What follows belongs to an exercise in optimizing a design on an open flow for small area and a short achievable clock period; a production flow would make more cautious choices. In this exercise RTL edits were held to simulation tests only and were not proved equivalent to the original.

## design/flow/design.v

```verilog
`timescale 1ns / 1ps
module multiplier_16bit (
    input  wire clk,
    input  wire rst,
    input  wire signed [15:0] a,
    input  wire signed [15:0] b,
    output reg  signed [31:0] product,
    output reg  signed [15:0] a_out,
    output reg  signed [15:0] b_out
);
    wire [15:0] ag = a;
    wire [31:0] accn = product;
    wire [16:0] x0;    
    wire one0 = b[0] ^ 1'b0;
    wire two0 = (b[1] & ~b[0] & ~1'b0) | (~b[1] & b[0] & 1'b0);
    wire neg0 = b[1];
    assign x0[0] = ((one0 & ag[0]) | (two0 & 1'b0)) ^ neg0;
    assign x0[1] = ((one0 & ag[1]) | (two0 & ag[0])) ^ neg0;
    assign x0[2] = ((one0 & ag[2]) | (two0 & ag[1])) ^ neg0;
    assign x0[3] = ((one0 & ag[3]) | (two0 & ag[2])) ^ neg0;
    assign x0[4] = ((one0 & ag[4]) | (two0 & ag[3])) ^ neg0;
    assign x0[5] = ((one0 & ag[5]) | (two0 & ag[4])) ^ neg0;
    assign x0[6] = ((one0 & ag[6]) | (two0 & ag[5])) ^ neg0;
    assign x0[7] = ((one0 & ag[7]) | (two0 & ag[6])) ^ neg0;
    assign x0[8] = ((one0 & ag[8]) | (two0 & ag[7])) ^ neg0;
    assign x0[9] = ((one0 & ag[9]) | (two0 & ag[8])) ^ neg0;
    assign x0[10] = ((one0 & ag[10]) | (two0 & ag[9])) ^ neg0;
    assign x0[11] = ((one0 & ag[11]) | (two0 & ag[10])) ^ neg0;
    assign x0[12] = ((one0 & ag[12]) | (two0 & ag[11])) ^ neg0;
    assign x0[13] = ((one0 & ag[13]) | (two0 & ag[12])) ^ neg0;
    assign x0[14] = ((one0 & ag[14]) | (two0 & ag[13])) ^ neg0;
    assign x0[15] = ((one0 & ag[15]) | (two0 & ag[14])) ^ neg0;
    assign x0[16] = ~(((one0 & ag[15]) | (two0 & ag[15])) ^ neg0);
    wire [16:0] x1;    
    wire one1 = b[2] ^ b[1];
    wire two1 = (b[3] & ~b[2] & ~b[1]) | (~b[3] & b[2] & b[1]);
    wire neg1 = b[3];
    assign x1[0] = ((one1 & ag[0]) | (two1 & 1'b0)) ^ neg1;
    assign x1[1] = ((one1 & ag[1]) | (two1 & ag[0])) ^ neg1;
    assign x1[2] = ((one1 & ag[2]) | (two1 & ag[1])) ^ neg1;
    assign x1[3] = ((one1 & ag[3]) | (two1 & ag[2])) ^ neg1;
    assign x1[4] = ((one1 & ag[4]) | (two1 & ag[3])) ^ neg1;
    assign x1[5] = ((one1 & ag[5]) | (two1 & ag[4])) ^ neg1;
    assign x1[6] = ((one1 & ag[6]) | (two1 & ag[5])) ^ neg1;
    assign x1[7] = ((one1 & ag[7]) | (two1 & ag[6])) ^ neg1;
    assign x1[8] = ((one1 & ag[8]) | (two1 & ag[7])) ^ neg1;
    assign x1[9] = ((one1 & ag[9]) | (two1 & ag[8])) ^ neg1;
    assign x1[10] = ((one1 & ag[10]) | (two1 & ag[9])) ^ neg1;
    assign x1[11] = ((one1 & ag[11]) | (two1 & ag[10])) ^ neg1;
    assign x1[12] = ((one1 & ag[12]) | (two1 & ag[11])) ^ neg1;
    assign x1[13] = ((one1 & ag[13]) | (two1 & ag[12])) ^ neg1;
    assign x1[14] = ((one1 & ag[14]) | (two1 & ag[13])) ^ neg1;
    assign x1[15] = ((one1 & ag[15]) | (two1 & ag[14])) ^ neg1;
    assign x1[16] = ~(((one1 & ag[15]) | (two1 & ag[15])) ^ neg1);
    wire [16:0] x2;    
    wire one2 = b[4] ^ b[3];
    wire two2 = (b[5] & ~b[4] & ~b[3]) | (~b[5] & b[4] & b[3]);
    wire neg2 = b[5];
    assign x2[0] = ((one2 & ag[0]) | (two2 & 1'b0)) ^ neg2;
    assign x2[1] = ((one2 & ag[1]) | (two2 & ag[0])) ^ neg2;
    assign x2[2] = ((one2 & ag[2]) | (two2 & ag[1])) ^ neg2;
    assign x2[3] = ((one2 & ag[3]) | (two2 & ag[2])) ^ neg2;
    assign x2[4] = ((one2 & ag[4]) | (two2 & ag[3])) ^ neg2;
    assign x2[5] = ((one2 & ag[5]) | (two2 & ag[4])) ^ neg2;
    assign x2[6] = ((one2 & ag[6]) | (two2 & ag[5])) ^ neg2;
    assign x2[7] = ((one2 & ag[7]) | (two2 & ag[6])) ^ neg2;
    assign x2[8] = ((one2 & ag[8]) | (two2 & ag[7])) ^ neg2;
    assign x2[9] = ((one2 & ag[9]) | (two2 & ag[8])) ^ neg2;
    assign x2[10] = ((one2 & ag[10]) | (two2 & ag[9])) ^ neg2;
    assign x2[11] = ((one2 & ag[11]) | (two2 & ag[10])) ^ neg2;
    assign x2[12] = ((one2 & ag[12]) | (two2 & ag[11])) ^ neg2;
    assign x2[13] = ((one2 & ag[13]) | (two2 & ag[12])) ^ neg2;
    assign x2[14] = ((one2 & ag[14]) | (two2 & ag[13])) ^ neg2;
    assign x2[15] = ((one2 & ag[15]) | (two2 & ag[14])) ^ neg2;
    assign x2[16] = ~(((one2 & ag[15]) | (two2 & ag[15])) ^ neg2);
    wire [16:0] x3;    
    wire one3 = b[6] ^ b[5];
    wire two3 = (b[7] & ~b[6] & ~b[5]) | (~b[7] & b[6] & b[5]);
    wire neg3 = b[7];
    assign x3[0] = ((one3 & ag[0]) | (two3 & 1'b0)) ^ neg3;
    assign x3[1] = ((one3 & ag[1]) | (two3 & ag[0])) ^ neg3;
    assign x3[2] = ((one3 & ag[2]) | (two3 & ag[1])) ^ neg3;
    assign x3[3] = ((one3 & ag[3]) | (two3 & ag[2])) ^ neg3;
    assign x3[4] = ((one3 & ag[4]) | (two3 & ag[3])) ^ neg3;
    assign x3[5] = ((one3 & ag[5]) | (two3 & ag[4])) ^ neg3;
    assign x3[6] = ((one3 & ag[6]) | (two3 & ag[5])) ^ neg3;
    assign x3[7] = ((one3 & ag[7]) | (two3 & ag[6])) ^ neg3;
    assign x3[8] = ((one3 & ag[8]) | (two3 & ag[7])) ^ neg3;
    assign x3[9] = ((one3 & ag[9]) | (two3 & ag[8])) ^ neg3;
    assign x3[10] = ((one3 & ag[10]) | (two3 & ag[9])) ^ neg3;
    assign x3[11] = ((one3 & ag[11]) | (two3 & ag[10])) ^ neg3;
    assign x3[12] = ((one3 & ag[12]) | (two3 & ag[11])) ^ neg3;
    assign x3[13] = ((one3 & ag[13]) | (two3 & ag[12])) ^ neg3;
    assign x3[14] = ((one3 & ag[14]) | (two3 & ag[13])) ^ neg3;
    assign x3[15] = ((one3 & ag[15]) | (two3 & ag[14])) ^ neg3;
    assign x3[16] = ~(((one3 & ag[15]) | (two3 & ag[15])) ^ neg3);
    wire [16:0] x4;    
    wire one4 = b[8] ^ b[7];
    wire two4 = (b[9] & ~b[8] & ~b[7]) | (~b[9] & b[8] & b[7]);
    wire neg4 = b[9];
    assign x4[0] = ((one4 & ag[0]) | (two4 & 1'b0)) ^ neg4;
    assign x4[1] = ((one4 & ag[1]) | (two4 & ag[0])) ^ neg4;
    assign x4[2] = ((one4 & ag[2]) | (two4 & ag[1])) ^ neg4;
    assign x4[3] = ((one4 & ag[3]) | (two4 & ag[2])) ^ neg4;
    assign x4[4] = ((one4 & ag[4]) | (two4 & ag[3])) ^ neg4;
    assign x4[5] = ((one4 & ag[5]) | (two4 & ag[4])) ^ neg4;
    assign x4[6] = ((one4 & ag[6]) | (two4 & ag[5])) ^ neg4;
    assign x4[7] = ((one4 & ag[7]) | (two4 & ag[6])) ^ neg4;
    assign x4[8] = ((one4 & ag[8]) | (two4 & ag[7])) ^ neg4;
    assign x4[9] = ((one4 & ag[9]) | (two4 & ag[8])) ^ neg4;
    assign x4[10] = ((one4 & ag[10]) | (two4 & ag[9])) ^ neg4;
    assign x4[11] = ((one4 & ag[11]) | (two4 & ag[10])) ^ neg4;
    assign x4[12] = ((one4 & ag[12]) | (two4 & ag[11])) ^ neg4;
    assign x4[13] = ((one4 & ag[13]) | (two4 & ag[12])) ^ neg4;
    assign x4[14] = ((one4 & ag[14]) | (two4 & ag[13])) ^ neg4;
    assign x4[15] = ((one4 & ag[15]) | (two4 & ag[14])) ^ neg4;
    assign x4[16] = ~(((one4 & ag[15]) | (two4 & ag[15])) ^ neg4);
    wire [16:0] x5;    
    wire one5 = b[10] ^ b[9];
    wire two5 = (b[11] & ~b[10] & ~b[9]) | (~b[11] & b[10] & b[9]);
    wire neg5 = b[11];
    assign x5[0] = ((one5 & ag[0]) | (two5 & 1'b0)) ^ neg5;
    assign x5[1] = ((one5 & ag[1]) | (two5 & ag[0])) ^ neg5;
    assign x5[2] = ((one5 & ag[2]) | (two5 & ag[1])) ^ neg5;
    assign x5[3] = ((one5 & ag[3]) | (two5 & ag[2])) ^ neg5;
    assign x5[4] = ((one5 & ag[4]) | (two5 & ag[3])) ^ neg5;
    assign x5[5] = ((one5 & ag[5]) | (two5 & ag[4])) ^ neg5;
    assign x5[6] = ((one5 & ag[6]) | (two5 & ag[5])) ^ neg5;
    assign x5[7] = ((one5 & ag[7]) | (two5 & ag[6])) ^ neg5;
    assign x5[8] = ((one5 & ag[8]) | (two5 & ag[7])) ^ neg5;
    assign x5[9] = ((one5 & ag[9]) | (two5 & ag[8])) ^ neg5;
    assign x5[10] = ((one5 & ag[10]) | (two5 & ag[9])) ^ neg5;
    assign x5[11] = ((one5 & ag[11]) | (two5 & ag[10])) ^ neg5;
    assign x5[12] = ((one5 & ag[12]) | (two5 & ag[11])) ^ neg5;
    assign x5[13] = ((one5 & ag[13]) | (two5 & ag[12])) ^ neg5;
    assign x5[14] = ((one5 & ag[14]) | (two5 & ag[13])) ^ neg5;
    assign x5[15] = ((one5 & ag[15]) | (two5 & ag[14])) ^ neg5;
    assign x5[16] = ~(((one5 & ag[15]) | (two5 & ag[15])) ^ neg5);
    wire [16:0] x6;    
    wire one6 = b[12] ^ b[11];
    wire two6 = (b[13] & ~b[12] & ~b[11]) | (~b[13] & b[12] & b[11]);
    wire neg6 = b[13];
    assign x6[0] = ((one6 & ag[0]) | (two6 & 1'b0)) ^ neg6;
    assign x6[1] = ((one6 & ag[1]) | (two6 & ag[0])) ^ neg6;
    assign x6[2] = ((one6 & ag[2]) | (two6 & ag[1])) ^ neg6;
    assign x6[3] = ((one6 & ag[3]) | (two6 & ag[2])) ^ neg6;
    assign x6[4] = ((one6 & ag[4]) | (two6 & ag[3])) ^ neg6;
    assign x6[5] = ((one6 & ag[5]) | (two6 & ag[4])) ^ neg6;
    assign x6[6] = ((one6 & ag[6]) | (two6 & ag[5])) ^ neg6;
    assign x6[7] = ((one6 & ag[7]) | (two6 & ag[6])) ^ neg6;
    assign x6[8] = ((one6 & ag[8]) | (two6 & ag[7])) ^ neg6;
    assign x6[9] = ((one6 & ag[9]) | (two6 & ag[8])) ^ neg6;
    assign x6[10] = ((one6 & ag[10]) | (two6 & ag[9])) ^ neg6;
    assign x6[11] = ((one6 & ag[11]) | (two6 & ag[10])) ^ neg6;
    assign x6[12] = ((one6 & ag[12]) | (two6 & ag[11])) ^ neg6;
    assign x6[13] = ((one6 & ag[13]) | (two6 & ag[12])) ^ neg6;
    assign x6[14] = ((one6 & ag[14]) | (two6 & ag[13])) ^ neg6;
    assign x6[15] = ((one6 & ag[15]) | (two6 & ag[14])) ^ neg6;
    assign x6[16] = ~(((one6 & ag[15]) | (two6 & ag[15])) ^ neg6);
    wire [16:0] x7;    
    wire one7 = b[14] ^ b[13];
    wire two7 = (b[15] & ~b[14] & ~b[13]) | (~b[15] & b[14] & b[13]);
    wire neg7 = b[15];
    assign x7[0] = ((one7 & ag[0]) | (two7 & 1'b0)) ^ neg7;
    assign x7[1] = ((one7 & ag[1]) | (two7 & ag[0])) ^ neg7;
    assign x7[2] = ((one7 & ag[2]) | (two7 & ag[1])) ^ neg7;
    assign x7[3] = ((one7 & ag[3]) | (two7 & ag[2])) ^ neg7;
    assign x7[4] = ((one7 & ag[4]) | (two7 & ag[3])) ^ neg7;
    assign x7[5] = ((one7 & ag[5]) | (two7 & ag[4])) ^ neg7;
    assign x7[6] = ((one7 & ag[6]) | (two7 & ag[5])) ^ neg7;
    assign x7[7] = ((one7 & ag[7]) | (two7 & ag[6])) ^ neg7;
    assign x7[8] = ((one7 & ag[8]) | (two7 & ag[7])) ^ neg7;
    assign x7[9] = ((one7 & ag[9]) | (two7 & ag[8])) ^ neg7;
    assign x7[10] = ((one7 & ag[10]) | (two7 & ag[9])) ^ neg7;
    assign x7[11] = ((one7 & ag[11]) | (two7 & ag[10])) ^ neg7;
    assign x7[12] = ((one7 & ag[12]) | (two7 & ag[11])) ^ neg7;
    assign x7[13] = ((one7 & ag[13]) | (two7 & ag[12])) ^ neg7;
    assign x7[14] = ((one7 & ag[14]) | (two7 & ag[13])) ^ neg7;
    assign x7[15] = ((one7 & ag[15]) | (two7 & ag[14])) ^ neg7;
    assign x7[16] = ~(((one7 & ag[15]) | (two7 & ag[15])) ^ neg7);
    wire s0, c1;
    fa us0 (accn[0], b[1], x0[0], s0, c1);
    wire s2, c3;
    fa us2 (accn[1], x0[1], c1, s2, c3);
    wire s4, c5;
    fa us4 (accn[2], b[3], x0[2], s4, c5);
    wire s6, c7;
    fa us6 (x1[0], s4, c3, s6, c7);
    wire s8, c9;
    fa us8 (accn[3], x0[3], x1[1], s8, c9);
    wire s10, c11;
    fa us10 (c5, s8, c7, s10, c11);
    wire s12, c13;
    fa us12 (accn[4], b[5], x0[4], s12, c13);
    wire s14, c15;
    fa us14 (x1[2], x2[0], c9, s14, c15);
    wire s16, c17;
    fa us16 (s12, s14, c11, s16, c17);
    wire s18, c19;
    fa us18 (accn[5], x0[5], x1[3], s18, c19);
    wire s20, c21;
    fa us20 (x2[1], c13, s18, s20, c21);
    wire s22, c23;
    fa us22 (c15, s20, c17, s22, c23);
    wire s24, c25;
    fa us24 (accn[6], b[7], x0[6], s24, c25);
    wire s26, c27;
    fa us26 (x1[4], x2[2], x3[0], s26, c27);
    wire s28, c29;
    fa us28 (c19, s24, s26, s28, c29);
    wire s30, c31;
    ha us30 (c21, s28, s30, c31);
    wire s32, c33;
    fa us32 (accn[7], x0[7], x1[5], s32, c33);
    wire s34, c35;
    fa us34 (x2[3], x3[1], c25, s34, c35);
    wire s36, c37;
    fa us36 (c27, s32, s34, s36, c37);
    wire s38, c39;
    fa us38 (c29, c31, s36, s38, c39);
    wire s40, c41;
    fa us40 (accn[8], b[9], x0[8], s40, c41);
    wire s42, c43;
    fa us42 (x1[6], x2[4], x3[2], s42, c43);
    wire s44, c45;
    fa us44 (x4[0], c33, s40, s44, c45);
    wire s46, c47;
    fa us46 (s42, c35, s44, s46, c47);
    wire s48, c49;
    fa us48 (c37, s46, c39, s48, c49);
    wire s50, c51;
    fa us50 (accn[9], x0[9], x1[7], s50, c51);
    wire s52, c53;
    fa us52 (x2[5], x3[3], x4[1], s52, c53);
    wire s54, c55;
    fa us54 (c41, c43, s50, s54, c55);
    wire s56, c57;
    fa us56 (s52, c45, s54, s56, c57);
    wire s58, c59;
    fa us58 (c47, s56, c49, s58, c59);
    wire s60, c61;
    fa us60 (accn[10], b[11], x0[10], s60, c61);
    wire s62, c63;
    fa us62 (x1[8], x2[6], x3[4], s62, c63);
    wire s64, c65;
    fa us64 (x4[2], x5[0], c51, s64, c65);
    wire s66, c67;
    fa us66 (c53, s60, s62, s66, c67);
    wire s68, c69;
    fa us68 (s64, c55, s66, s68, c69);
    wire s70, c71;
    ha us70 (c57, s68, s70, c71);
    wire s72, c73;
    fa us72 (accn[11], x0[11], x1[9], s72, c73);
    wire s74, c75;
    fa us74 (x2[7], x3[5], x4[3], s74, c75);
    wire s76, c77;
    fa us76 (x5[1], c61, c63, s76, c77);
    wire s78, c79;
    fa us78 (s72, s74, c65, s78, c79);
    wire s80, c81;
    fa us80 (s76, c67, s78, s80, c81);
    wire s82, c83;
    fa us82 (c69, c71, s80, s82, c83);
    wire s84, c85;
    fa us84 (accn[12], b[13], x0[12], s84, c85);
    wire s86, c87;
    fa us86 (x1[10], x2[8], x3[6], s86, c87);
    wire s88, c89;
    fa us88 (x4[4], x5[2], x6[0], s88, c89);
    wire s90, c91;
    fa us90 (c73, c75, s84, s90, c91);
    wire s92, c93;
    fa us92 (s86, s88, c77, s92, c93);
    wire s94, c95;
    fa us94 (s90, c79, s92, s94, c95);
    wire s96, c97;
    fa us96 (c81, s94, c83, s96, c97);
    wire s98, c99;
    fa us98 (accn[13], x0[13], x1[11], s98, c99);
    wire s100, c101;
    fa us100 (x2[9], x3[7], x4[5], s100, c101);
    wire s102, c103;
    fa us102 (x5[3], x6[1], c85, s102, c103);
    wire s104, c105;
    fa us104 (c87, c89, s98, s104, c105);
    wire s106, c107;
    fa us106 (s100, s102, c91, s106, c107);
    wire s108, c109;
    fa us108 (s104, c93, s106, s108, c109);
    wire s110, c111;
    ha us110 (c95, s108, s110, c111);
    wire s112, c113;
    fa us112 (accn[14], b[15], x0[14], s112, c113);
    wire s114, c115;
    fa us114 (x1[12], x2[10], x3[8], s114, c115);
    wire s116, c117;
    fa us116 (x4[6], x5[4], x6[2], s116, c117);
    wire s118, c119;
    fa us118 (x7[0], c99, c101, s118, c119);
    wire s120, c121;
    fa us120 (s112, s114, s116, s120, c121);
    wire s122, c123;
    fa us122 (c103, s118, c105, s122, c123);
    wire s124, c125;
    fa us124 (s120, c107, s122, s124, c125);
    wire s126, c127;
    fa us126 (c109, s124, c111, s126, c127);
    wire s128, c129;
    fa us128 (accn[15], x0[15], x1[13], s128, c129);
    wire s130, c131;
    fa us130 (x2[11], x3[9], x4[7], s130, c131);
    wire s132, c133;
    fa us132 (x5[5], x6[3], x7[1], s132, c133);
    wire s134, c135;
    fa us134 (c113, c115, c117, s134, c135);
    wire s136, c137;
    fa us136 (s128, s130, s132, s136, c137);
    wire s138, c139;
    fa us138 (c119, s134, c121, s138, c139);
    wire s140, c141;
    fa us140 (s136, c123, s138, s140, c141);
    wire s142, c143;
    ha us142 (c125, s140, s142, c143);
    wire s144, c145;
    fa us144 (accn[16], x0[16], 1'b1, s144, c145);
    wire s146, c147;
    fa us146 (x1[14], x2[12], x3[10], s146, c147);
    wire s148, c149;
    fa us148 (x4[8], x5[6], x6[4], s148, c149);
    wire s150, c151;
    fa us150 (x7[2], s144, c129, s150, c151);
    wire s152, c153;
    fa us152 (c131, c133, s146, s152, c153);
    wire s154, c155;
    fa us154 (s148, c135, s150, s154, c155);
    wire s156, c157;
    fa us156 (c137, s152, c139, s156, c157);
    wire s158, c159;
    fa us158 (s154, c141, s156, s158, c159);
    wire s160, c161;
    fa us160 (accn[17], x1[15], 1'b1, s160, c161);
    wire s162, c163;
    fa us162 (x2[13], x3[11], x4[9], s162, c163);
    wire s164, c165;
    fa us164 (x5[7], x6[5], x7[3], s164, c165);
    wire s166, c167;
    fa us166 (c145, s160, c147, s166, c167);
    wire s168, c169;
    fa us168 (c149, s162, s164, s168, c169);
    wire s170, c171;
    fa us170 (c151, s166, c153, s170, c171);
    wire s172, c173;
    fa us172 (s168, c155, s170, s172, c173);
    wire s174, c175;
    fa us174 (c157, s172, c159, s174, c175);
    wire s176, c177;
    fa us176 (accn[18], x1[16], x2[14], s176, c177);
    wire s178, c179;
    fa us178 (x3[12], x4[10], x5[8], s178, c179);
    wire s180, c181;
    fa us180 (x6[6], x7[4], c161, s180, c181);
    wire s182, c183;
    fa us182 (c163, c165, s176, s182, c183);
    wire s184, c185;
    fa us184 (s178, s180, c167, s184, c185);
    wire s186, c187;
    fa us186 (c169, s182, c171, s186, c187);
    wire s188, c189;
    fa us188 (s184, c173, s186, s188, c189);
    wire s190, c191;
    fa us190 (accn[19], x2[15], 1'b1, s190, c191);
    wire s192, c193;
    fa us192 (x3[13], x4[11], x5[9], s192, c193);
    wire s194, c195;
    fa us194 (x6[7], x7[5], s190, s194, c195);
    wire s196, c197;
    fa us196 (c177, c179, s192, s196, c197);
    wire s198, c199;
    fa us198 (c181, s194, c183, s198, c199);
    wire s200, c201;
    fa us200 (s196, c185, s198, s200, c201);
    wire s202, c203;
    fa us202 (c187, s200, c189, s202, c203);
    wire s204, c205;
    fa us204 (accn[20], x2[16], x3[14], s204, c205);
    wire s206, c207;
    fa us206 (x4[12], x5[10], x6[8], s206, c207);
    wire s208, c209;
    fa us208 (x7[6], c191, c193, s208, c209);
    wire s210, c211;
    fa us210 (s204, s206, c195, s210, c211);
    wire s212, c213;
    fa us212 (s208, c197, s210, s212, c213);
    wire s214, c215;
    fa us214 (c199, s212, c201, s214, c215);
    wire s216, c217;
    fa us216 (accn[21], x3[15], 1'b1, s216, c217);
    wire s218, c219;
    fa us218 (x4[13], x5[11], x6[9], s218, c219);
    wire s220, c221;
    fa us220 (x7[7], s216, c205, s220, c221);
    wire s222, c223;
    fa us222 (c207, s218, c209, s222, c223);
    wire s224, c225;
    fa us224 (s220, c211, s222, s224, c225);
    wire s226, c227;
    fa us226 (c213, s224, c215, s226, c227);
    wire s228, c229;
    fa us228 (accn[22], x3[16], x4[14], s228, c229);
    wire s230, c231;
    fa us230 (x5[12], x6[10], x7[8], s230, c231);
    wire s232, c233;
    fa us232 (c217, c219, s228, s232, c233);
    wire s234, c235;
    fa us234 (s230, c221, s232, s234, c235);
    wire s236, c237;
    fa us236 (c223, s234, c225, s236, c237);
    wire s238, c239;
    fa us238 (accn[23], x4[15], 1'b1, s238, c239);
    wire s240, c241;
    fa us240 (x5[13], x6[11], x7[9], s240, c241);
    wire s242, c243;
    fa us242 (s238, c229, c231, s242, c243);
    wire s244, c245;
    fa us244 (s240, s242, c233, s244, c245);
    wire s246, c247;
    fa us246 (c235, s244, c237, s246, c247);
    wire s248, c249;
    fa us248 (accn[24], x4[16], x5[14], s248, c249);
    wire s250, c251;
    fa us250 (x6[12], x7[10], c239, s250, c251);
    wire s252, c253;
    fa us252 (c241, s248, s250, s252, c253);
    wire s254, c255;
    fa us254 (c243, s252, c245, s254, c255);
    wire s256, c257;
    fa us256 (accn[25], x5[15], 1'b1, s256, c257);
    wire s258, c259;
    fa us258 (x6[13], x7[11], s256, s258, c259);
    wire s260, c261;
    fa us260 (c249, c251, s258, s260, c261);
    wire s262, c263;
    fa us262 (c253, s260, c255, s262, c263);
    wire s264, c265;
    fa us264 (accn[26], x5[16], x6[14], s264, c265);
    wire s266, c267;
    fa us266 (x7[12], c257, s264, s266, c267);
    wire s268, c269;
    fa us268 (c259, s266, c261, s268, c269);
    wire s270, c271;
    fa us270 (accn[27], x6[15], 1'b1, s270, c271);
    wire s272, c273;
    fa us272 (x7[13], s270, c265, s272, c273);
    wire s274, c275;
    fa us274 (s272, c267, c269, s274, c275);
    wire s276, c277;
    fa us276 (accn[28], x6[16], x7[14], s276, c277);
    wire s278, c279;
    fa us278 (c271, s276, c273, s278, c279);
    wire s280, c281;
    fa us280 (accn[29], x7[15], 1'b1, s280, c281);
    wire s282, c283;
    fa us282 (s280, c277, c279, s282, c283);
    wire s284, c285;
    fa us284 (accn[30], x7[16], c281, s284, c285);
    wire s286, c287;
    fa us286 (accn[31], c285, 1'b1, s286, c287);
    wire [31:0] r0 = {s286, s284, s282, s278, s274, s268, s262, s254, s246, s236, s226, s214, s202, s188, s174, c143, s142, s126, s110, s96, s82, s70, s58, s48, s38, s30, s22, s16, s10, s6, s2, s0};
    wire [31:0] r1 = {1'b0, c283, 1'b0, c275, 1'b0, c263, 1'b0, c247, 1'b0, c227, 1'b0, c203, 1'b0, c175, 1'b0, s158, c127, 1'b0, c97, 1'b0, 1'b0, c59, 1'b0, 1'b0, 1'b0, c23, 1'b0, 1'b0, 1'b0, 1'b0, 1'b0, 1'b0};
    wire [31:0] sum;
    wire [31:0] p0, gn;
    assign p0[0] = r0[0];
    assign gn[0] = 1'b1;
    assign p0[1] = r0[1];
    assign gn[1] = 1'b1;
    assign p0[2] = r0[2];
    assign gn[2] = 1'b1;
    assign p0[3] = r0[3];
    assign gn[3] = 1'b1;
    assign p0[4] = r0[4];
    assign gn[4] = 1'b1;
    assign p0[5] = r0[5];
    assign gn[5] = 1'b1;
    wire g6;
    ha upg6 (r0[6], r1[6], p0[6], g6);
    assign gn[6] = ~g6;
    assign p0[7] = r0[7];
    assign gn[7] = 1'b1;
    assign p0[8] = r0[8];
    assign gn[8] = 1'b1;
    assign p0[9] = r0[9];
    assign gn[9] = 1'b1;
    wire g10;
    ha upg10 (r0[10], r1[10], p0[10], g10);
    assign gn[10] = ~g10;
    assign p0[11] = r0[11];
    assign gn[11] = 1'b1;
    assign p0[12] = r0[12];
    assign gn[12] = 1'b1;
    wire g13;
    ha upg13 (r0[13], r1[13], p0[13], g13);
    assign gn[13] = ~g13;
    assign p0[14] = r0[14];
    assign gn[14] = 1'b1;
    wire g15;
    ha upg15 (r0[15], r1[15], p0[15], g15);
    assign gn[15] = ~g15;
    wire g16;
    ha upg16 (r0[16], r1[16], p0[16], g16);
    assign gn[16] = ~g16;
    assign p0[17] = r0[17];
    assign gn[17] = 1'b1;
    wire g18;
    ha upg18 (r0[18], r1[18], p0[18], g18);
    assign gn[18] = ~g18;
    assign p0[19] = r0[19];
    assign gn[19] = 1'b1;
    wire g20;
    ha upg20 (r0[20], r1[20], p0[20], g20);
    assign gn[20] = ~g20;
    assign p0[21] = r0[21];
    assign gn[21] = 1'b1;
    wire g22;
    ha upg22 (r0[22], r1[22], p0[22], g22);
    assign gn[22] = ~g22;
    assign p0[23] = r0[23];
    assign gn[23] = 1'b1;
    wire g24;
    ha upg24 (r0[24], r1[24], p0[24], g24);
    assign gn[24] = ~g24;
    assign p0[25] = r0[25];
    assign gn[25] = 1'b1;
    wire g26;
    ha upg26 (r0[26], r1[26], p0[26], g26);
    assign gn[26] = ~g26;
    assign p0[27] = r0[27];
    assign gn[27] = 1'b1;
    wire g28;
    ha upg28 (r0[28], r1[28], p0[28], g28);
    assign gn[28] = ~g28;
    assign p0[29] = r0[29];
    assign gn[29] = 1'b1;
    wire g30;
    ha upg30 (r0[30], r1[30], p0[30], g30);
    assign gn[30] = ~g30;
    assign p0[31] = r0[31];
    assign gn[31] = 1'b1;
    wire G288 = ~gn[1] | (p0[1] & ~gn[0]);
    wire G289 = ~gn[3] | (p0[3] & ~gn[2]);
    wire P290 = p0[3] & p0[2];
    wire G291 = ~gn[5] | (p0[5] & ~gn[4]);
    wire P292 = p0[5] & p0[4];
    wire G293 = ~gn[7] | (p0[7] & ~gn[6]);
    wire P294 = p0[7] & p0[6];
    wire G295 = ~gn[9] | (p0[9] & ~gn[8]);
    wire P296 = p0[9] & p0[8];
    wire G297 = ~gn[11] | (p0[11] & ~gn[10]);
    wire P298 = p0[11] & p0[10];
    wire G299 = ~gn[13] | (p0[13] & ~gn[12]);
    wire P300 = p0[13] & p0[12];
    wire G301 = ~gn[15] | (p0[15] & ~gn[14]);
    wire P302 = p0[15] & p0[14];
    wire G303 = ~gn[17] | (p0[17] & ~gn[16]);
    wire P304 = p0[17] & p0[16];
    wire G305 = ~gn[19] | (p0[19] & ~gn[18]);
    wire P306 = p0[19] & p0[18];
    wire G307 = ~gn[21] | (p0[21] & ~gn[20]);
    wire P308 = p0[21] & p0[20];
    wire G309 = ~gn[23] | (p0[23] & ~gn[22]);
    wire P310 = p0[23] & p0[22];
    wire G311 = ~gn[25] | (p0[25] & ~gn[24]);
    wire P312 = p0[25] & p0[24];
    wire G313 = ~gn[27] | (p0[27] & ~gn[26]);
    wire P314 = p0[27] & p0[26];
    wire G315 = ~gn[29] | (p0[29] & ~gn[28]);
    wire P316 = p0[29] & p0[28];
    wire G317 = ~gn[31] | (p0[31] & ~gn[30]);
    wire P318 = p0[31] & p0[30];
    wire G319 = ~gn[2] | (p0[2] & G288);
    wire G320 = G289 | (P290 & G288);
    wire G321 = ~gn[6] | (p0[6] & G291);
    wire P322 = p0[6] & P292;
    wire G323 = G293 | (P294 & G291);
    wire P324 = P294 & P292;
    wire G325 = ~gn[10] | (p0[10] & G295);
    wire P326 = p0[10] & P296;
    wire G327 = G297 | (P298 & G295);
    wire P328 = P298 & P296;
    wire G329 = ~gn[14] | (p0[14] & G299);
    wire P330 = p0[14] & P300;
    wire G331 = G301 | (P302 & G299);
    wire P332 = P302 & P300;
    wire G333 = ~gn[18] | (p0[18] & G303);
    wire P334 = p0[18] & P304;
    wire G335 = G305 | (P306 & G303);
    wire P336 = P306 & P304;
    wire G337 = ~gn[22] | (p0[22] & G307);
    wire P338 = p0[22] & P308;
    wire G339 = G309 | (P310 & G307);
    wire P340 = P310 & P308;
    wire G341 = ~gn[26] | (p0[26] & G311);
    wire P342 = p0[26] & P312;
    wire G343 = G313 | (P314 & G311);
    wire P344 = P314 & P312;
    wire G345 = ~gn[30] | (p0[30] & G315);
    wire P346 = p0[30] & P316;
    wire G347 = G317 | (P318 & G315);
    wire P348 = P318 & P316;
    wire G349 = ~gn[4] | (p0[4] & G320);
    wire G350 = G291 | (P292 & G320);
    wire G351 = G321 | (P322 & G320);
    wire G352 = G323 | (P324 & G320);
    wire G353 = ~gn[12] | (p0[12] & G327);
    wire P354 = p0[12] & P328;
    wire G355 = G299 | (P300 & G327);
    wire P356 = P300 & P328;
    wire G357 = G329 | (P330 & G327);
    wire P358 = P330 & P328;
    wire G359 = G331 | (P332 & G327);
    wire P360 = P332 & P328;
    wire G361 = ~gn[20] | (p0[20] & G335);
    wire P362 = p0[20] & P336;
    wire G363 = G307 | (P308 & G335);
    wire P364 = P308 & P336;
    wire G365 = G337 | (P338 & G335);
    wire P366 = P338 & P336;
    wire G367 = G339 | (P340 & G335);
    wire P368 = P340 & P336;
    wire G369 = ~gn[28] | (p0[28] & G343);
    wire P370 = p0[28] & P344;
    wire G371 = G315 | (P316 & G343);
    wire P372 = P316 & P344;
    wire G373 = G345 | (P346 & G343);
    wire P374 = P346 & P344;
    wire G375 = G347 | (P348 & G343);
    wire P376 = P348 & P344;
    wire G377 = ~gn[8] | (p0[8] & G352);
    wire G378 = G295 | (P296 & G352);
    wire G379 = G325 | (P326 & G352);
    wire G380 = G327 | (P328 & G352);
    wire G381 = G353 | (P354 & G352);
    wire G382 = G355 | (P356 & G352);
    wire G383 = G357 | (P358 & G352);
    wire G384 = G359 | (P360 & G352);
    wire G385 = ~gn[24] | (p0[24] & G367);
    wire P386 = p0[24] & P368;
    wire G387 = G311 | (P312 & G367);
    wire P388 = P312 & P368;
    wire G389 = G341 | (P342 & G367);
    wire P390 = P342 & P368;
    wire G391 = G343 | (P344 & G367);
    wire P392 = P344 & P368;
    wire G393 = G369 | (P370 & G367);
    wire P394 = P370 & P368;
    wire G395 = G371 | (P372 & G367);
    wire P396 = P372 & P368;
    wire G397 = G373 | (P374 & G367);
    wire P398 = P374 & P368;
    wire G399 = G375 | (P376 & G367);
    wire P400 = P376 & P368;
    wire G401 = ~gn[16] | (p0[16] & G384);
    wire G402 = G303 | (P304 & G384);
    wire G403 = G333 | (P334 & G384);
    wire G404 = G335 | (P336 & G384);
    wire G405 = G361 | (P362 & G384);
    wire G406 = G363 | (P364 & G384);
    wire G407 = G365 | (P366 & G384);
    wire G408 = G367 | (P368 & G384);
    wire G409 = G385 | (P386 & G384);
    wire G410 = G387 | (P388 & G384);
    wire G411 = G389 | (P390 & G384);
    wire G412 = G391 | (P392 & G384);
    wire G413 = G393 | (P394 & G384);
    wire G414 = G395 | (P396 & G384);
    wire G415 = G397 | (P398 & G384);
    wire G416 = G399 | (P400 & G384);
    wire [31:0] cy = {G415, G414, G413, G412, G411, G410, G409, G408, G407, G406, G405, G404, G403, G402, G401, G384, G383, G382, G381, G380, G379, G378, G377, G352, G351, G350, G349, G320, G319, G288, ~gn[0], 1'b0};
    assign sum = p0 ^ cy;
    always @(posedge clk) begin
        product <= sum & {32{~rst}};
        a_out   <= a & {16{~rst}};
        b_out   <= b & {16{~rst}};
    end
endmodule
module booth_enc (input wire b1, input wire b0, input wire bm1, output wire one, output wire two, output wire neg);
    assign one = b0 ^ bm1;
    assign two = (b1 & ~b0 & ~bm1) | (~b1 & b0 & bm1);
    assign neg = b1;
endmodule
module booth_row (input wire [15:0] a, input wire [2:0] b, output wire [16:0] x);
    wire one = b[1] ^ b[0];
    wire two = (b[2] & ~b[1] & ~b[0]) | (~b[2] & b[1] & b[0]);
    wire [16:0] a1 = {a[15], a};
    wire [16:0] a2 = {a, 1'b0};
    wire [16:0] y = ((a1 & {17{one}}) | (a2 & {17{two}})) ^ {17{b[2]}};
    assign x = {~y[16], y[15:0]};
endmodule
module booth_row_i (input wire [15:0] a, input wire [2:0] b, output wire [16:0] x);
    wire one = b[1] ^ b[0];
    wire two = (b[2] & ~b[1] & ~b[0]) | (~b[2] & b[1] & b[0]);
    wire [16:0] a1 = {a[15], a};
    wire [16:0] a2 = {a, 1'b0};
    wire [16:0] y = ((a1 & {17{one}}) | (a2 & {17{two}})) ^ {17{b[2]}};
    assign x = {y[16], ~y[15:0]};
endmodule
module pg (input wire a, input wire b, output wire p, output wire gn);
    assign p  = a ^ b;
    assign gn = ~(a & b);
endmodule
module pgi (input wire an, input wire bn, output wire p, output wire gn);
    assign p  = an ^ bn;
    assign gn = an | bn;
endmodule
module fa (input wire a, input wire b, input wire c, output wire s, output wire co);
    assign s  = a ^ b ^ c;
    assign co = (a & b) | (a & c) | (b & c);
endmodule
module ha (input wire a, input wire b, output wire s, output wire co);
    assign s  = a ^ b;
    assign co = a & b;
endmodule
module fa1 (input wire a, input wire b, output wire s, output wire co);
    assign s  = ~(a ^ b);
    assign co = a | b;
endmodule
```

## design/flow/standard.sh

```bash
#!/bin/bash
# synth_recipe.tcl (not shown) runs the flow's synth.tcl, then flattens the netlist and writes it again
# the make line also repeats each setting of config.mk as NAME=value (left out here)
make -C /OpenROAD-flow-scripts/flow DESIGN_CONFIG=/design/flow/config.mk WORK_HOME=/design/flow/orfs CLKGATE_MAP_FILE= SYNTH_SCRIPT=/design/flow/synth_recipe.tcl "${@:-finish}"
```

## design/flow/config.mk

```make
export PLATFORM = sky130hd
export DESIGN_NAME = multiplier_16bit
export DESIGN_NICKNAME = multiplier_16bit
export VERILOG_FILES = /design/flow/design.v
export SDC_FILE = /design/flow/constraint.sdc
export NUM_CORES = 4
export LEC_CHECK = 0
export ABC_AREA = 1
export CAP_MARGIN = 20
export CORE_MARGIN = 2
export CORE_UTILIZATION = 40
export SLEW_MARGIN = 20
export SYNTH_HIERARCHICAL = 1
```

## design/flow/flow/cts_bufs.txt

```
sky130_fd_sc_hd__clkbuf_8
```

## design/flow/flow/setup_margin.txt

```
11.3
```

## design/flow/flow/run.sh

```bash
#!/bin/bash
# The standard synthesis and layout, with these changes to the layout:
#  * the port buffers are the smallest buffer cell (buffer_ports -buffer_cell) instead of
#    the delay-cell buffers buffer_ports picks by itself;
#  * the clock tree uses the buffers in flow/cts_bufs.txt and no dummy loads;
#  * repair_timing aims for extra setup slack (flow/setup_margin.txt, ns) so the resizer
#    speeds up the critical paths. The clock and I/O constraints are unchanged.
set -euo pipefail
# clock tree: small clock buffers and no dummy loads (64 flip-flops need little drive)
export CTS_ARGS="-sink_clustering_enable -repair_clock_nets -buf_list {$(cat flow/cts_bufs.txt)} -dont_use_dummy_load"
export BUFFER_PORTS_ARGS="-buffer_cell sky130_fd_sc_hd__buf_1"
M=$(cat flow/setup_margin.txt)
if [[ "$M" != "0" ]]; then export SETUP_SLACK_MARGIN=$M; fi
S=$(cat flow/move_sequence.txt)
if [[ -n "$S" ]]; then export SETUP_MOVE_SEQUENCE=$S; fi
bash standard.sh synth > synth.log 2>&1
bash standard.sh finish > layout.log 2>&1
```

## design/flow/flow/move_sequence.txt

```
unbuffer,sizeup,swap
```

## design/flow/constraint.sdc

```tcl
create_clock -name core_clock -period 20.0 [get_ports {clk}]
set_input_delay 4.0000 -clock core_clock [delete_from_list [all_inputs] [get_ports {clk}]]
set_output_delay 4.0000 -clock core_clock [all_outputs]
set_load 0.01 [all_outputs]
```

==> flow_metrics.env, run 1 <==
export IMPL_clock_sinks=64
export IMPL_synth_edf_count=0
export IMPL_synth_cell_type_count=36
export IMPL_ys_seq_elements=64
export IMPL_synthesis_area_per_instance_um2=9.28
export IMPL_cts_path_max_buffers=2
export IMPL_fmax_ghz=0.117
export IMPL_status="no timing/DRC/antenna violations"
export IMPL_diodes=0
export IMPL_wirelength_um=21500
export IMPL_setup_viol=0
export IMPL_cts_buffers_inserted=9
export IMPL_fin_nets=1133
export IMPL_ys_flop_type="dfxtp_1"
export IMPL_async_flop_share=0
export IMPL_place_congestion=0.819
export IMPL_relSlewSlack=0.556
export IMPL_synth_seq_area_share=0.159
export IMPL_dieArea_um2=21300
export IMPL_core_region_area_um2=19600
export IMPL_ctsHtreeMaxLevel=3
export IMPL_drv_cap=0
export IMPL_nFillCells=1927
export IMPL_dp_hpwl_um=15700
export IMPL_track_usage=0.204
export IMPL_grt_pass1_vias=6587
export IMPL_slew_violations=0
export IMPL_cts_tree="done"
export IMPL_die_y_um=146
export IMPL_wl_per_cell_um=17.9
export IMPL_yosys_warnings=7
export IMPL_criticalPathCategory="in -> reg"
export IMPL_areaGrowthSynthToFinish_pct=17.0
export IMPL_synthCells=869
export IMPL_antenna_found_initial=0
export IMPL_cp_max_fo=22
export IMPL_final_cell_mix="xor2_1, fa_1, o22ai_1"
export IMPL_tightest_slew_ns=0.663
export IMPL_cp_start_kind="primary input"
export IMPL_seq_area_um2=1280
export IMPL_holdCritPathClass="reg -> reg"
export IMPL_detail_route_antenna_nets=0
export IMPL_final_period_utilization=0.429
export IMPL_multi_input_area_um2=6790
export IMPL_grt_pass1_wl_um=34600
export IMPL_fin_tns_setup_ns=0
export IMPL_drive_gt1_frac=0.176
export IMPL_syn_cell_area_um2=8060
export IMPL_grt_max_degree=47
export IMPL_rsz0062_at_grt="yes"
export IMPL_finalClockSkew_ns=0.0156
export IMPL_crit_required_ns=20.23
export IMPL_fin_crit_ns=8.58
export IMPL_port_buffers=97
export IMPL_rows=51
export IMPL_cts_clk_slew_worst_paths_ns=0.06
export IMPL_cp_end_kind="flop"
export IMPL_dr_total_vias=6522
export IMPL_cts_root_buf="clkbuf_8"
export IMPL_firstDrtPassIters=5
export IMPL_post_place_cells=1194
export IMPL_final_common_cell="xor2_1"
export IMPL_num_io_pins=98
export IMPL_instances_no_fill=1203
export IMPL_grt_overflow=0
export IMPL_hold_violations=0
export IMPL_drc=0
export IMPL_drtIter0Drc=444
export IMPL_worstPathArrival_ns=8.81
export IMPL_postCtsHoldBufs=0
export IMPL_vias_per_cell=5.42
export IMPL_die_w_um=146
export IMPL_initial_utilization=0.411
export IMPL_clock_latency_ns=0.36
-- metal layers --
metal,vias to the layer above,GRT usage,share of wire
li1,2962,-,-
met1,3325,0.261,0.41
met2,205,0.353,0.53
met3,30,0.0392,0.045
met4,0,0.0554,0.020
met5,-,0,0
-- Yosys cell counts, types with 2 or more instances --
cell / number / share of area
fa_1: 140 / 0.35
xor2_1: 127 / 0.14
o22ai_1: 115 / 0.089
nor2_1: 91 / 0.042
nand2_1: 77 / 0.036
dfxtp_1: 64 / 0.16
inv_1: 60 / 0.028
nand3_1: 21 / 0.013
a21oi_1: 19 / 0.012
ha_1: 19 / 0.029
buf_2: 18 / 0.011
clkbuf_1: 17 / 0.0079
clkinv_1: 15 / 0.0070
buf_4: 9 / 0.0084
nand2_2: 9 / 0.0070
nand4_1: 8 / 0.0062
a211oi_1: 7 / 0.0065
buf_6: 7 / 0.0098
o21ai_2: 7 / 0.0076
inv_2: 6 / 0.0028
o21ai_0: 6 / 0.0037
buf_1: 5 / 0.0023
o21bai_1: 4 / 0.0037
o22ai_2: 4 / 0.0062
nor3_1: 2 / 0.0012
o21a_1: 2 / 0.0019
-- per-module statistics from Yosys (local to each module, per instance) --
| module | area [um2] | cells inside |
|---|---|---|
| fa | 20.0 | 1 |
| multiplier_16bit | 5060 | 713 |
| ha | 12.5 | 1 |
-- final cells by class --
| type | count | area share |
|---|---|---|
| Inverter | 81 | 0.0377 |
| Tap cell | 265 | 0.0352 |
| Sequential cell | 64 | 0.136 |
| Multi-Input combinational cell | 676 | 0.720 |
| Timing Repair Buffer | 108 | 0.0586 |
| Clock buffer | 9 | 0.0131 |
-- critical path, cell delays in order --
cell	delay (ns)
clkbuf_2	0.10
buf_12	0.19
inv_4	0.06
o21ai_4	0.48
o22ai_2	0.20
xor2_2	0.30
fa_2	0.48
fa_1	0.40
fa_2	0.54
fa_1	0.43
fa_2	0.40
ha_4	0.29
nand2_1	0.09
nor2_4	0.18
nand3_4	0.11
nand2_8	0.15
ha_2	0.29
inv_1	0.05
nor2_1	0.03
-- stage by stage --
step / hold slack [ns] / utilization / instance area, um2 / setup slack [ns]
after floorplan: 0.686 / - / 8090 / 11.36
final: 0.675 / 0.481 / 9430 / 11.42
after global routing: 0.720 / 0.481 / 9430 / 11.20
after global placement: 0.647 / 0.436 / 8550 / 10.54
after detailed placement: 0.673 / 0.436 / 8550 / 10.47
after CTS: 0.680 / 0.456 / 8940 / 11.31
-- timing repair --
action,CTS,global route
cloned,0,0
setup endpoints to repair,16,19
pin swaps,17,47
setup buffers,0,0
resized for setup,55,118
-- final timing paths --
kind / startpoint / end / slack [ns] / depth (start not counted)
max: b[3] / product[16] / 11.42 / 19
max reg2reg: product[6] / product[16] / 15.79 / 14
min reg2reg: product[1] / product[1] / 0.68 / 3
min: product[1] / product[1] / 0.68 / 3
-- flip-flops by register name (all words and copies together), names as in the netlist --
| register | cells |
|---|---|
| product | 32 |
| a_out | 16 |
| b_out | 16 |
-- cells by family (layout without fill, tap and decap cells) --
group,count (synthesis),count (layout),share of synthesized area
compound gates,168,168,0.136
xor+xnor,128,128,0.139
fa+ha+maj,159,159,0.377
buf+inv,137,198,0.0773
flops,64,64,0.159
other cells,1,9,0.000465
simple gates,212,212,0.111
==> inputs of run 2 (changes only) <==
==> design/flow/flow/setup_margin.txt (replaced) <==
11.05
==> run 2 against run 1 <==
Against the previous run: sequential share of layout area increased by 0.63 points; highest routed layer unchanged; first-iteration DRC count down 9.0%; clock skew grew 0.0011 ns; critical path type unchanged; critical endpoint is now product[17]; final cell count is the same.
==> flow_metrics.env, run 2 <==
export IMPL_status="no timing/DRC/antenna violations"
export IMPL_worstPathArrival_ns=9.06
export IMPL_clock_latency_ns=0.36
export IMPL_cts_buffers_inserted=9
export IMPL_rr_startpoint="product[14]"
export IMPL_largest_reg_flops=32
export IMPL_criticalPathCategory="in -> reg"
export IMPL_fin_util=0.460
export IMPL_clock_sinks=64
export IMPL_worstHoldEndpoint="product[1]"
export IMPL_r2r_setup_slack_ns=15.70
export IMPL_r2r_cells=16
export IMPL_yosys_warnings=7
export IMPL_final_cell_mix="fa_1, xor2_1, o22ai_1"
export IMPL_synth_cell_type_count=36
export IMPL_top_regs="product: 32 flops, a_out: 16 flops, b_out: 16 flops"
export IMPL_dp_hpwl_um=15700
export IMPL_crit_required_ns=20.28
export IMPL_die_w_um=146
export IMPL_slew_violations=0
export IMPL_hold_depth=3
export IMPL_synth_seq_area_share=0.159
export IMPL_rsz0062_at_grt="yes"
export IMPL_instances_no_fill=1203
export IMPL_yosysTopAreaCell="fa_1"
export IMPL_ctsHtreeMaxLevel=3
export IMPL_initial_utilization=0.411
export IMPL_synth_top_cell_area_share=0.348
export IMPL_final_common_cell="fa_1"
export IMPL_cp_end_kind="flop"
export IMPL_cts_tree="done"
export IMPL_detail_route_antenna_nets=0
export IMPL_post_place_cells=1194
export IMPL_hold_violations=0
export IMPL_grt_pass1_wl_um=34300
export IMPL_place_congestion=0.819
export IMPL_fin_tns_setup_ns=0
export IMPL_syn_cell_area_um2=8060
export IMPL_dr_total_vias=6380
export IMPL_synthesis_area_per_instance_um2=9.28
export IMPL_ys_seq_elements=64
export IMPL_drc=0
export IMPL_cts_path_max_buffers=2
export IMPL_rows=51
export IMPL_crit_path_start="b[5]"
export IMPL_grt_overflow=0
export IMPL_fmax_ghz=0.114
export IMPL_diodes=0
export IMPL_areaGrowthSynthToFinish_pct=11.8
export IMPL_track_usage=0.202
export IMPL_wirelength_um=20800
export IMPL_synthTopCellsByArea="fa_1, dfxtp_1, xor2_1"
export IMPL_setup_viol=0
export IMPL_firstDrtPassIters=5
export IMPL_cts_clk_slew_worst_paths_ns=0.06
export IMPL_tightest_slew_ns=0.791
export IMPL_dieArea_um2=21300
export IMPL_core_region_area_um2=19600
export IMPL_vias_per_cell=5.30
export IMPL_holdCritStartpoint="product[1]"
export IMPL_antenna_found_initial=0
export IMPL_fin_nets=1133
export IMPL_synthTopCellsByCount="fa_1, xor2_1, o22ai_1"
export IMPL_die_y_um=146
export IMPL_cp_max_fo=22
export IMPL_num_io_pins=98
export IMPL_grt_max_degree=47
export IMPL_synthCells=869
export IMPL_worst_r2r_endpoint="product[24]"
export IMPL_port_buffers=97
export IMPL_top_register="product"
export IMPL_finalClockSkew_ns=0.0167
export IMPL_async_flop_share=0
export IMPL_grt_pass1_vias=6514
export IMPL_fin_crit_ns=8.77
export IMPL_holdCritPathClass="reg -> reg"
export IMPL_ys_flop_type="dfxtp_1"
export IMPL_cp_start_kind="primary input"
export IMPL_drv_cap=0
export IMPL_synth_edf_count=0
export IMPL_drive_gt1_frac=0.0896
export IMPL_relSlewSlack=0.472
export IMPL_cts_root_buf="clkbuf_8"
export IMPL_drtIter0Drc=404
export IMPL_wl_per_cell_um=17.3
export IMPL_synthMostInstantiatedCell="fa_1"
export IMPL_post_cts_buffers=0
export IMPL_final_period_utilization=0.439
[run 2: cell counts after synthesis]
Identical to the previous run, type by type.
[run 2: per-module statistics from Yosys, one instance, submodules excluded]
module | area, um2 | cells | copies in the design | flops+latches
fa | 20.0 | 1 | 140 | 0
ha | 12.5 | 1 | 16 | 0
multiplier_16bit | 5060 | 713 | 1 | 64
[run 2: cell families after synthesis]
logic type,count (synthesis),share of synthesized area
AO/OA/AOI/OAI,168,0.136
XOR/XNOR,128,0.139
adder cells (fa/ha/maj),159,0.377
buffers and inverters,137,0.0773
flip-flops,64,0.159
other,1,0.000465
AND/OR/NAND/NOR,212,0.111
[run 2: critical path: stages]
cell and delay [ns]:
buf_1 0.12, buf_12 0.20, nor2_1 0.12, o21ai_4 0.44, o22ai_1 0.15, xor2_1 0.21
fa_1 0.49, fa_1 0.52, fa_1 0.41, ha_1 0.22, fa_1 0.41, fa_1 0.37
ha_1 0.31, nand2_1 0.09, nor2_1 0.05, a21oi_1 0.20, nand2_4 0.19, ha_1 0.24
o21a_1 0.16, nor3_1 0.11
[run 2: worst max path at each step]
stage | to | slack [ns] | cells past startpoint
after global placement | product[24] | 10.54 | 22
after floorplan | product[17] | 11.36 | 22
after detailed placement | product[24] | 10.47 | 22
final | product[17] | 11.23 | 20
after global routing | product[17] | 11.00 | 19
after CTS | product[24] | 11.03 | 22
[run 2: final cells by class]
| class | instances | area (um2) |
|---|---|---|
| clock buffers | 9 | 124 |
| fillers | 1975 | 10600 |
| inverters | 81 | 323 |
| multi-input cells | 676 | 6420 |
| flip-flops and latches | 64 | 1280 |
| well taps | 265 | 332 |
| repair buffers | 108 | 531 |
[run 2: stage by stage]
stage	hold WS, ns	cell area [um2]	setup WS (ns)
floorplan	0.686	8090	11.36
global placement	0.647	8550	10.54
detailed placement	0.673	8550	10.47
CTS	0.680	8730	11.03
global route	0.720	9010	11.00
finish	0.673	9010	11.23
[run 2: repair_timing]
action | in CTS | in global routing
endpoints found under the hold margin | 0 | 0
pin swaps | 0 | 15
hold buffers | 0 | 0
setup endpoints to repair | 11 | 16
gates resized for setup | 12 | 56
[run 2: routing by layer]
| metal | GRT usage | up-vias | share of wire |
|---|---|---|---|
| li1 | - | 2978 | - |
| met1 | 0.259 | 3184 | 0.41 |
| met2 | 0.347 | 190 | 0.52 |
| met3 | 0.0386 | 28 | 0.048 |
| met4 | 0.0583 | 0 | 0.023 |
| met5 | 0 | - | 0 |
==> inputs of run 3 (changes only) <==
==> design/flow/flow/setup_margin.txt (replaced) <==
10.8
==> run 3 against run 2 <==
Against the previous run: still clean on timing, DRC and antenna; die area is the same; maximum frequency fell by 1.8%; routed wire length down 0.20%; via count up 0.34%; design area fell by 2.6%; final cell count stayed put; synthesized cell count unchanged.
==> flow_metrics.env, run 3 <==
export IMPL_fin_tns_setup_ns=0
export IMPL_worstHoldEndpoint="product[1]"
export IMPL_met3_length_um=1030
export IMPL_fmax_ghz=0.112
export IMPL_dr_total_vias=6402
export IMPL_status="no timing/DRC/antenna violations"
export IMPL_detail_route_antenna_nets=0
export IMPL_ctsHtreeMaxLevel=3
export IMPL_synthesis_area_per_instance_um2=9.28
export IMPL_nFillCells=1992
export IMPL_synth_seq_area_share=0.159
export IMPL_top_register="product"
export IMPL_cts_root_buf="clkbuf_8"
export IMPL_yosys_warnings=7
export IMPL_hold_depth=3
export IMPL_cts_tree="done"
export IMPL_cp_end_kind="flop"
export IMPL_cp_start_kind="primary input"
export IMPL_synthCells=869
export IMPL_grt_pass1_vias=6480
export IMPL_worst_r2r_endpoint="product[24]"
export IMPL_synth_top_cell_area_share=0.348
export IMPL_drv_cap=0
export IMPL_cts_buffers_inserted=9
export IMPL_grt_max_degree=47
export IMPL_fin_crit_ns=8.93
export IMPL_setup_viol=0
export IMPL_top_layer_used="met4"
export IMPL_vias_per_cell=5.32
export IMPL_worstPathArrival_ns=9.22
export IMPL_synthTopCellsByCount="fa_1, xor2_1, o22ai_1"
export IMPL_seq_area_um2=1280
export IMPL_synth_edf_count=0
export IMPL_r2r_setup_slack_ns=15.61
export IMPL_clock_sinks=64
export IMPL_antenna_found_initial=0
export IMPL_largest_reg_flops=32
export IMPL_wl_per_cell_um=17.3
export IMPL_track_usage=0.202
export IMPL_post_cts_buffers=0
export IMPL_cts_path_max_buffers=2
export IMPL_areaGrowthSynthToFinish_pct=8.99
export IMPL_fin_util=0.448
export IMPL_final_cell_area_um2=8780
export IMPL_final_cell_mix="fa_1, xor2_1, o22ai_1"
export IMPL_diodes=0
export IMPL_async_flop_share=0
export IMPL_r2r_cells=16
export IMPL_grt_overflow=0
export IMPL_rr_startpoint="product[14]"
export IMPL_synthTopCellsByArea="fa_1, dfxtp_1, xor2_1"
export IMPL_core_region_area_um2=19600
export IMPL_postCtsHoldBufs=0
export IMPL_grt_pass1_wl_um=34200
export IMPL_fin_nets=1133
export IMPL_initial_utilization=0.411
export IMPL_synth_cell_type_count=36
export IMPL_ys_seq_elements=64
export IMPL_tightest_slew_ns=0.778
export IMPL_criticalPathCategory="in -> reg"
export IMPL_relSlewSlack=0.481
export IMPL_slew_violations=0
export IMPL_clock_latency_ns=0.36
export IMPL_m1WireLength_um=8500
export IMPL_firstDrtPassIters=5
export IMPL_yosysTopAreaCell="fa_1"
export IMPL_cp_max_fo=17
export IMPL_rsz0062_at_grt="no"
export IMPL_num_io_pins=98
export IMPL_place_congestion=0.819
export IMPL_final_common_cell="fa_1"
export IMPL_drc=0
export IMPL_top_regs="product: 32 flops, a_out: 16 flops, b_out: 16 flops"
export IMPL_port_buffers=97
export IMPL_cts_clk_slew_worst_paths_ns=0.07
export IMPL_die_w_um=146
export IMPL_drtIter0Drc=449
export IMPL_finalClockSkew_ns=0.0178
export IMPL_crit_required_ns=20.28
export IMPL_syn_cell_area_um2=8060
export IMPL_die_y_um=146
export IMPL_holdCritStartpoint="product[1]"
export IMPL_drive_gt1_frac=0.0650
export IMPL_dp_hpwl_um=15700
export IMPL_post_dp_cell_area_um2=8550
export IMPL_final_period_utilization=0.447
export IMPL_wirelength_um=20800
export IMPL_holdCritPathClass="reg -> reg"
export IMPL_dieArea_um2=21300
export IMPL_synthMostInstantiatedCell="fa_1"
export IMPL_rows=51
export IMPL_multi_input_area_um2=6260
export IMPL_ys_flop_type="dfxtp_1"
export IMPL_dr_wl_met2_um=10700
export IMPL_cts_resized=0
export IMPL_hold_violations=0
-- run 3: cell families after synthesis --
kind of cell	Yosys count	share of synthesized area
xor gates and xnor gates	128	0.139
DFF	64	0.159
other	1	0.000465
adders and majority gates	159	0.377
buffers and inverters	137	0.0773
and+or+nand+nor	212	0.111
AOI/OAI and AO/OA	168	0.136
-- run 3: critical path: stages --
cell	delay (ns)
buf_1	0.08
clkinv_1	0.54
o22ai_1	0.44
xor2_1	0.29
fa_1	0.48
fa_1	0.54
fa_1	0.42
ha_1	0.22
fa_1	0.41
fa_1	0.37
ha_1	0.31
nand2_1	0.10
nor2_1	0.05
a21oi_1	0.15
nand2_2	0.25
ha_1	0.30
o21a_1	0.16
nor3_1	0.11
-- run 3: worst max-delay path by stage --
stage               startpoint  cells after the start  slack (ns)          end
finish                   a[10]                     18       11.07  product[17]
global route             a[10]                     20       10.80  product[24]
CTS                       b[7]                     22       10.85  product[24]
detailed placement        b[7]                     22       10.47  product[24]
global placement          b[9]                     22       10.54  product[24]
floorplan                 b[1]                     22       11.36  product[17]
-- run 3: final cells by class --
| type | count | area share |
|---|---|---|
| multi-input cells | 676 | 0.712 |
| flip-flops and latches | 64 | 0.146 |
| repair buffers | 108 | 0.0548 |
| well taps | 265 | 0.0377 |
| inverters | 81 | 0.0350 |
| clock buffers | 9 | 0.0141 |
-- run 3: routing by layer --
layer  GRT usage  up-vias
li1            -     2971
met1       0.259     3174
met2       0.346      212
met3      0.0382       45
met4      0.0588        0
met5           0        -
-- run 3: per-stage QoR --
| step | cells | hold slack [ns] | worst slack (ns) |
|---|---|---|---|
| 3_3_place_gp | 1194 | 0.647 | 10.54 |
| 6_report | 1203 | 0.673 | 11.07 |
| 5_1_grt | 1203 | 0.720 | 10.80 |
| 3_5_place_dp | 1194 | 0.673 | 10.47 |
| 2_1_floorplan | 877 | 0.686 | 11.36 |
| 4_1_cts | 1203 | 0.680 | 10.85 |
-- run 3: per-module statistics from Yosys, one instance, submodules excluded --
module	times used	flops+latches	cells inside	cell area, um2
multiplier_16bit	1	64	713	5060
fa	140	0	1	20.0
ha	16	0	1	12.5
==> inputs of run 4 (changes only) <==
==> design/flow/flow/cts_bufs.txt (replaced) <==
sky130_fd_sc_hd__clkbuf_4 sky130_fd_sc_hd__clkbuf_8
==> run 4 against run 3 <==
Against the previous run: hold slack unchanged; final cell count unchanged; die area unchanged; maximum frequency unchanged; sequential share of layout area unchanged; global-route usage unchanged; critical path type unchanged; highest routed layer unchanged.
==> flow_metrics.env, run 4 <==
export IMPL_drc=0
export IMPL_async_flop_share=0
export IMPL_cts_clk_slew_worst_paths_ns=0.07
export IMPL_instances_no_fill=1203
export IMPL_cp_max_fo=17
export IMPL_detail_route_antenna_nets=0
export IMPL_final_cell_area_um2=8780
export IMPL_synth_top_cell_area_share=0.348
export IMPL_ys_flop_type="dfxtp_1"
export IMPL_port_buffers=97
export IMPL_post_place_cells=1194
export IMPL_multi_input_area_um2=6260
export IMPL_top_register="product"
export IMPL_slew_violations=0
export IMPL_yosys_warnings=7
export IMPL_postCtsHoldBufs=0
export IMPL_grt_pass1_vias=6480
export IMPL_place_congestion=0.819
export IMPL_num_io_pins=98
export IMPL_drv_cap=0
export IMPL_dp_hpwl_um=15700
export IMPL_seq_area_um2=1280
export IMPL_clock_latency_ns=0.36
export IMPL_firstDrtPassIters=5
export IMPL_post_dp_cell_area_um2=8550
export IMPL_track_usage=0.202
export IMPL_core_region_area_um2=19600
export IMPL_cts_tree="done"
export IMPL_diodes=0
export IMPL_clock_sinks=64
export IMPL_largest_reg_flops=32
export IMPL_dr_total_vias=6402
export IMPL_final_period_utilization=0.447
export IMPL_synthTopCellsByArea="fa_1, dfxtp_1, xor2_1"
export IMPL_fin_tns_setup_ns=0
export IMPL_cts_root_buf="clkbuf_8"
export IMPL_setup_viol=0
export IMPL_criticalPathCategory="in -> reg"
export IMPL_status="no timing/DRC/antenna violations"
export IMPL_crit_required_ns=20.28
export IMPL_areaGrowthSynthToFinish_pct=8.99
export IMPL_post_cts_buffers=0
export IMPL_drive_gt1_frac=0.0650
export IMPL_initial_utilization=0.411
export IMPL_top_regs="product: 32 flops, a_out: 16 flops, b_out: 16 flops"
export IMPL_synthTopCellsByCount="fa_1, xor2_1, o22ai_1"
export IMPL_final_cell_mix="fa_1, xor2_1, o22ai_1"
export IMPL_fin_util=0.448
export IMPL_grt_pass1_wl_um=34200
export IMPL_syn_cell_area_um2=8060
export IMPL_cts_resized=0
export IMPL_cts_buffers_inserted=9
export IMPL_synthMostInstantiatedCell="fa_1"
export IMPL_fin_nets=1133
export IMPL_hold_violations=0
export IMPL_relSlewSlack=0.481
export IMPL_die_w_um=146
export IMPL_rr_startpoint="product[14]"
export IMPL_ys_seq_elements=64
export IMPL_ctsHtreeMaxLevel=3
export IMPL_synthesis_area_per_instance_um2=9.28
export IMPL_die_y_um=146
export IMPL_wirelength_um=20800
export IMPL_synth_cell_type_count=36
export IMPL_synth_seq_area_share=0.159
export IMPL_cp_start_kind="primary input"
export IMPL_nFillCells=1992
export IMPL_worstPathArrival_ns=9.22
export IMPL_vias_per_cell=5.32
export IMPL_synthCells=869
export IMPL_grt_overflow=0
export IMPL_dieArea_um2=21300
export IMPL_holdCritPathClass="reg -> reg"
export IMPL_cp_end_kind="flop"
export IMPL_fmax_ghz=0.112
export IMPL_final_common_cell="fa_1"
export IMPL_antenna_found_initial=0
export IMPL_drtIter0Drc=449
export IMPL_wl_per_cell_um=17.3
export IMPL_fin_crit_ns=8.93
export IMPL_tightest_slew_ns=0.778
export IMPL_grt_max_degree=47
export IMPL_holdCritStartpoint="product[1]"
export IMPL_synth_edf_count=0
export IMPL_cts_path_max_buffers=2
export IMPL_rows=51
export IMPL_yosysTopAreaCell="fa_1"
export IMPL_finalClockSkew_ns=0.0178
export IMPL_crit_path_start="a[10]"
export IMPL_rsz0062_at_grt="no"
## run 4: per-layer routing
metal	up-vias	wire length [um]	track usage
met3	45	1030	0.0382
met5	-	0	0
met2	212	10700	0.346
met1	3174	8500	0.259
li1	2971	-	-
met4	0	532	0.0588
## run 4: logic make-up (layout without fill, tap and decap cells)
family | Yosys count | count (layout) | share of synthesized area
AND/OR/NAND/NOR | 212 | 212 | 0.111
other | 1 | 9 | 0.000465
flip-flops | 64 | 64 | 0.159
buffers and inverters | 137 | 198 | 0.0773
XOR/XNOR | 128 | 128 | 0.139
adder cells (fa/ha/maj) | 159 | 159 | 0.377
AO/OA/AOI/OAI | 168 | 168 | 0.136
## run 4: worst paths after layout
path / end / slack [ns] / cells past startpoint
hold reg to reg: product[1] / 0.67 / 3
setup reg to reg: product[24] / 15.61 / 16
hold / removal: product[1] / 0.67 / 3
setup / recovery: product[17] / 11.07 / 18
## run 4: through the flow
| step | worst slack (ns) | hold WS, ns |
|---|---|---|
| finish | 11.07 | 0.673 |
| floorplan | 11.36 | 0.686 |
| detailed placement | 10.47 | 0.673 |
| global placement | 10.54 | 0.647 |
| CTS | 10.85 | 0.680 |
| global route | 10.80 | 0.720 |
## run 4: final cells by class
type,instances,area share
flip-flops and latches,64,0.146
multi-input cells,676,0.712
inverters,81,0.0350
repair buffers,108,0.0548
clock buffers,9,0.0141
well taps,265,0.0377
## run 4: Yosys stat by module (local to each module, per instance)
module	times used	flip-flops and latches
fa	140	0
multiplier_16bit	1	64
ha	16	0
## run 4: worst max-delay path, stage by stage
cell	delay, ns
buf_1	0.08
clkinv_1	0.54
o22ai_1	0.44
xor2_1	0.29
fa_1	0.48
fa_1	0.54
fa_1	0.42
ha_1	0.22
fa_1	0.41
fa_1	0.37
ha_1	0.31
nand2_1	0.10
nor2_1	0.05
a21oi_1	0.15
nand2_2	0.25
ha_1	0.30
o21a_1	0.16
nor3_1	0.11

## port drivers added, routing unchanged
How much do the figures lean on ideal ports? The routed layouts below were timed once more, with nothing changed but the port constraints. Step 1 sets driving cells, clkbuf_16 on the clock port and buf_2 on the other inputs (assumed; they add their load-dependent delay and slew). Step 2 adds t to the input delays and takes it off the output delays; t is the mean of the earliest and latest rising clock arrival at the registers after step 1. Input paths then give back, and output paths get back, about the clock's delay inside the block. Slacks: ideal ports / drivers / drivers and shift; pairs: ideal ports / drivers.
run	t (ns)	setup slack, ns	slew at the worst register clock pin (ns)	cell pins on the clock port's net
run 1	0.394	11.420 / 11.425 / 11.031	0.07 / 0.07	1
run 2	0.397	11.226 / 11.242 / 10.845	0.07 / 0.07	1
run 3	0.396	11.069 / 11.079 / 10.683	0.08 / 0.08	1
run 4	0.396	11.069 / 11.079 / 10.683	0.08 / 0.08	1
After both steps every run listed still meets setup and hold. The setup slack of run 1, which loses most, moves by +0.005 ns with the drivers and by -0.389 ns with both steps.
